From an optimization exercise on the open Yosys and OpenROAD flow, aimed at small area and a short achievable clock period; shortcuts taken in it are not production practice. RTL that was checked went through simulation tests only; none was proved equivalent to the original. The clock port is modelled as an ideal driver, which makes a skipped or thinned clock tree look cheaper than it is; a real chip needs a root buffer or a tree. Power and IR drop assume default switching activity.

Setup of main:
## fifo_sync
module fifo_sync #(
     parameter Depth = 64,
     parameter Width = 8)
    (input clk,
     input  resetn,
     input [Width-1:0] data_in,
     input wr_en, rd_en,
     output [Width-1:0] data_out,
     output empty, full);
Size in the first run: ~2000 cells after synthesis, ~20000 sq um of cells after synthesis.
==> flow/config.mk <==
export PLATFORM = sky130hd
export DESIGN_NAME = fifo_sync
export DESIGN_NICKNAME = fifo_sync
export VERILOG_FILES = /design/flow/design.v
export SDC_FILE = /design/flow/constraint.sdc
export NUM_CORES = 4
export LEC_CHECK = 0
export CAP_MARGIN = 20
export CORE_MARGIN = 2
export CORE_UTILIZATION = 55
export SETUP_SLACK_MARGIN = 2.2
export SLEW_MARGIN = 20
export SYNTH_HIERARCHICAL = 1
export SYNTH_MINIMUM_KEEP_SIZE = 0
export TNS_END_PERCENT = 10
==> flow/constraint.sdc <==
create_clock -name core_clock -period 4.0 [get_ports {clk}]
set_input_delay 0.8000 -clock core_clock [delete_from_list [all_inputs] [get_ports {clk}]]
set_output_delay 0.8000 -clock core_clock [all_outputs]
set_load 0.01 [all_outputs]
standard.sh (not shown) runs the stock make flow with config.mk's settings and CLKGATE_MAP_FILE= SYNTH_SCRIPT=/design/flow/synth_recipe.tcl, a recipe that flattens the netlist after the stock synthesis.
==> flow/flow/run.sh <==
#!/bin/bash
# The standard ORFS flow (standard.sh), except that the clock tree is built by
# flow/cts_hook.tcl: a two-level tree of root buffers (up to 4 on the clock
# port) feeding leaf buffers at the centres of balanced groups of flip-flops.
set -euo pipefail
here=$(pwd)
export PRE_CTS_TCL=$here/flow/cts_hook.tcl
export MYCTS_LEAVES=${MYCTS_LEAVES:-21}
export MYCTS_ROOTS=${MYCTS_ROOTS:-4}
bash standard.sh finish > "$here/orfs_make.log" 2>&1 || { tail -n 50 "$here/orfs_make.log"; exit 1; }
tail -n 5 "$here/orfs_make.log"
Other scripts of this flow, unchanged in this note and not shown: flow/flow/cts_hook.tcl, flow/flow/mycts.tcl
main reached the end of the flow, and the finished layout is clean on the timing, DRC and antenna checks.
Input-level comparison between the feature branch and main:
# main
export LEC_CHECK = 0
export CAP_MARGIN = 20
export CORE_MARGIN = 2
export CORE_UTILIZATION = 55
export SETUP_SLACK_MARGIN = 2.2
export SLEW_MARGIN = 20
export SYNTH_HIERARCHICAL = 1
export SYNTH_MINIMUM_KEEP_SIZE = 0
export TNS_END_PERCENT = 10
create_clock -name core_clock -period 4.0 [get_ports {clk}]
# the feature branch
export LEC_CHECK = 0
export CAP_MARGIN = 5
export CORE_MARGIN = 2
export CORE_UTILIZATION = 55
export SETUP_SLACK_MARGIN = 2.25
export SLEW_MARGIN = 5
export SYNTH_HIERARCHICAL = 1
export SYNTH_MINIMUM_KEEP_SIZE = 0
create_clock -name core_clock -period 4.0 [get_ports {clk}]
diff --git a/flow/flow/run.sh b/flow/flow/run.sh
--- a/flow/flow/run.sh
+++ b/flow/flow/run.sh
@@ -9,2 +9,4 @@
 export MYCTS_ROOTS=${MYCTS_ROOTS:-4}
+# port buffers: a plain buffer rather than the delay cell ORFS picks by area
+export BUFFER_PORTS_ARGS="-buffer_cell sky130_fd_sc_hd__buf_4"
 bash standard.sh finish > "$here/orfs_make.log" 2>&1 || { tail -n 50 "$here/orfs_make.log"; exit 1; }
### Flow results
The feature branch | stages: all done | timing, DRC, antenna: all pass
Pre-CTS setup slack: the feature branch better than main
The feature branch packs its core more tightly than main.
The logic depth of the worst register-to-register path number comes out lower for main vs the feature branch.
When the feature branch is set beside main, its fraction of area in multi-input gates turns out to be 0.58 points larger.
Via count came out higher on the feature branch than on main.
Diff main -> the feature branch | cell area | increase of 3.4%
The feature branch: first-pass GRT wire length is 1100 microns higher than what main reported.
Sequential fraction of total cell area was lower in the feature branch than in main.
[compare] base=main new=the feature branch: maximum achievable frequency has increased; setup slack has increased; global-route usage has increased.
In every run of this note, the design's own scripts or RTL, not TritonCTS, make the clock network.

========
fifo_sync, a different RTL version from the one above (not shown whole).
Size: roughly 2000 cells after synthesis, roughly 22 I/O pins.
## fifo_sync
module fifo_sync #(
     parameter Depth = 64,
     parameter Width = 8)
    (input clk,
     input  resetn,
     input [Width-1:0] data_in,
     input wr_en, rd_en,
     output [Width-1:0] data_out,
     output empty, full);
     reg  [7:0] ta;
     reg  [6:0] tb;
     reg        nempty;       
     reg        full_r;       
     reg        nempty_o;     
     wire [7:0] ta_n;
     wire [6:0] tb_n;
     wire       nempty_n, nempty_o_n, full_n;
     fifo_cnt cnt (
        .wr_en(wr_en), .rd_en(rd_en), .ta(ta), .tb(tb), .nempty(nempty),
        .ta_n(ta_n), .tb_n(tb_n), .nempty_n(nempty_n), .full_n(full_n),
        .full_r(full_r), .nempty_o(nempty_o), .nempty_o_n(nempty_o_n));
     always @(posedge clk or negedge resetn)
        if (!resetn) begin
           ta      <= 8'b0;
           tb      <= 7'b0;
           nempty  <= 1'b0;
           nempty_o <= 1'b0;
           full_r  <= 1'b0;
        end else begin
           ta      <= ta_n;
           tb      <= tb_n;
  ...
clock: 4.0 ns
lec_check: 0
cap_margin: 20
core_margin: 2
core_utilization: 50
setup_slack_margin: 2.25
slew_margin: 20
synth_hierarchical: 1
synth_minimum_keep_size: 0
==> flow/flow/run.sh <==
#!/bin/bash
# The standard ORFS flow (standard.sh), except that the clock tree is built by
# flow/cts_hook.tcl: a two-level tree of root buffers (up to 4 on the clock
# port) feeding leaf buffers at the centres of balanced groups of flip-flops.
set -euo pipefail
here=$(pwd)
export PRE_CTS_TCL=$here/flow/cts_hook.tcl
export MYCTS_LEAVES=${MYCTS_LEAVES:-21}
export MYCTS_ROOTS=${MYCTS_ROOTS:-4}
# port buffers: a plain buffer rather than the delay cell ORFS picks by area
export BUFFER_PORTS_ARGS="-buffer_cell sky130_fd_sc_hd__buf_4"
bash standard.sh finish > "$here/orfs_make.log" 2>&1 || { tail -n 50 "$here/orfs_make.log"; exit 1; }
tail -n 5 "$here/orfs_make.log"
Other scripts of this flow, unchanged in this note and not shown: flow/flow/cts_hook.tcl, flow/flow/mycts.tcl
The starting point ran to the end with no violations.
Then changed:
- CORE_UTILIZATION: 50 -> 55
Outcome: The new run produced a clean layout; global-route usage went up by 1.8 points; routed wire length went down by 4.2%; worst setup slack improved by 0.0043 ns.
Then changed:
- CORE_UTILIZATION: 55 -> 50
- SETUP_SLACK_MARGIN: 2.25 -> 2.3
- TNS_END_PERCENT: not set -> 5
=>
- The new run completed without violations
- hold slack stays flat
- routed wire length hardly moves
- power went up by 1.2%
- die area rises by 9.8%
- core utilization came out lower by 4.3 points
No functional check of the RTL was part of any run of this note. In every run of this note, the design's own scripts or RTL, not TritonCTS, make the clock network.

==> port drivers added, routing unchanged <==
In the flow no input, the clock included, has a driving cell. The finished layouts below were timed again as built, in two steps. Step 1 assumes that a clkbuf_16 drives the clock port and a buf_2 every other input. Step 2 also shifts input and output timing later by t, the mid clock arrival at the registers, as if the neighbouring blocks saw the same clock. Slacks: ideal ports / drivers / drivers and shift; pairs: ideal ports / drivers.
run | t, ns | setup slack, ns | worst register clock-pin slew, ns
main | 0.461 | 1.978 / 1.861 / 1.659 | 0.10 / 0.10
the feature branch | 0.462 | 2.233 / 2.119 / 1.768 | 0.10 / 0.10
the first run of note 2 | 0.458 | 2.242 / 2.129 / 1.694 | 0.10 / 0.10
the second run of note 2 | 0.470 | 2.246 / 2.124 / 1.654 | 0.10 / 0.10
the third run of note 2 | 0.464 | 2.247 / 2.130 / 1.769 | 0.10 / 0.10
After both steps setup and hold are still met in every run listed. The setup slack of the second run of note 2, which loses most, moves by -0.122 ns with the drivers and by -0.592 ns with both steps.
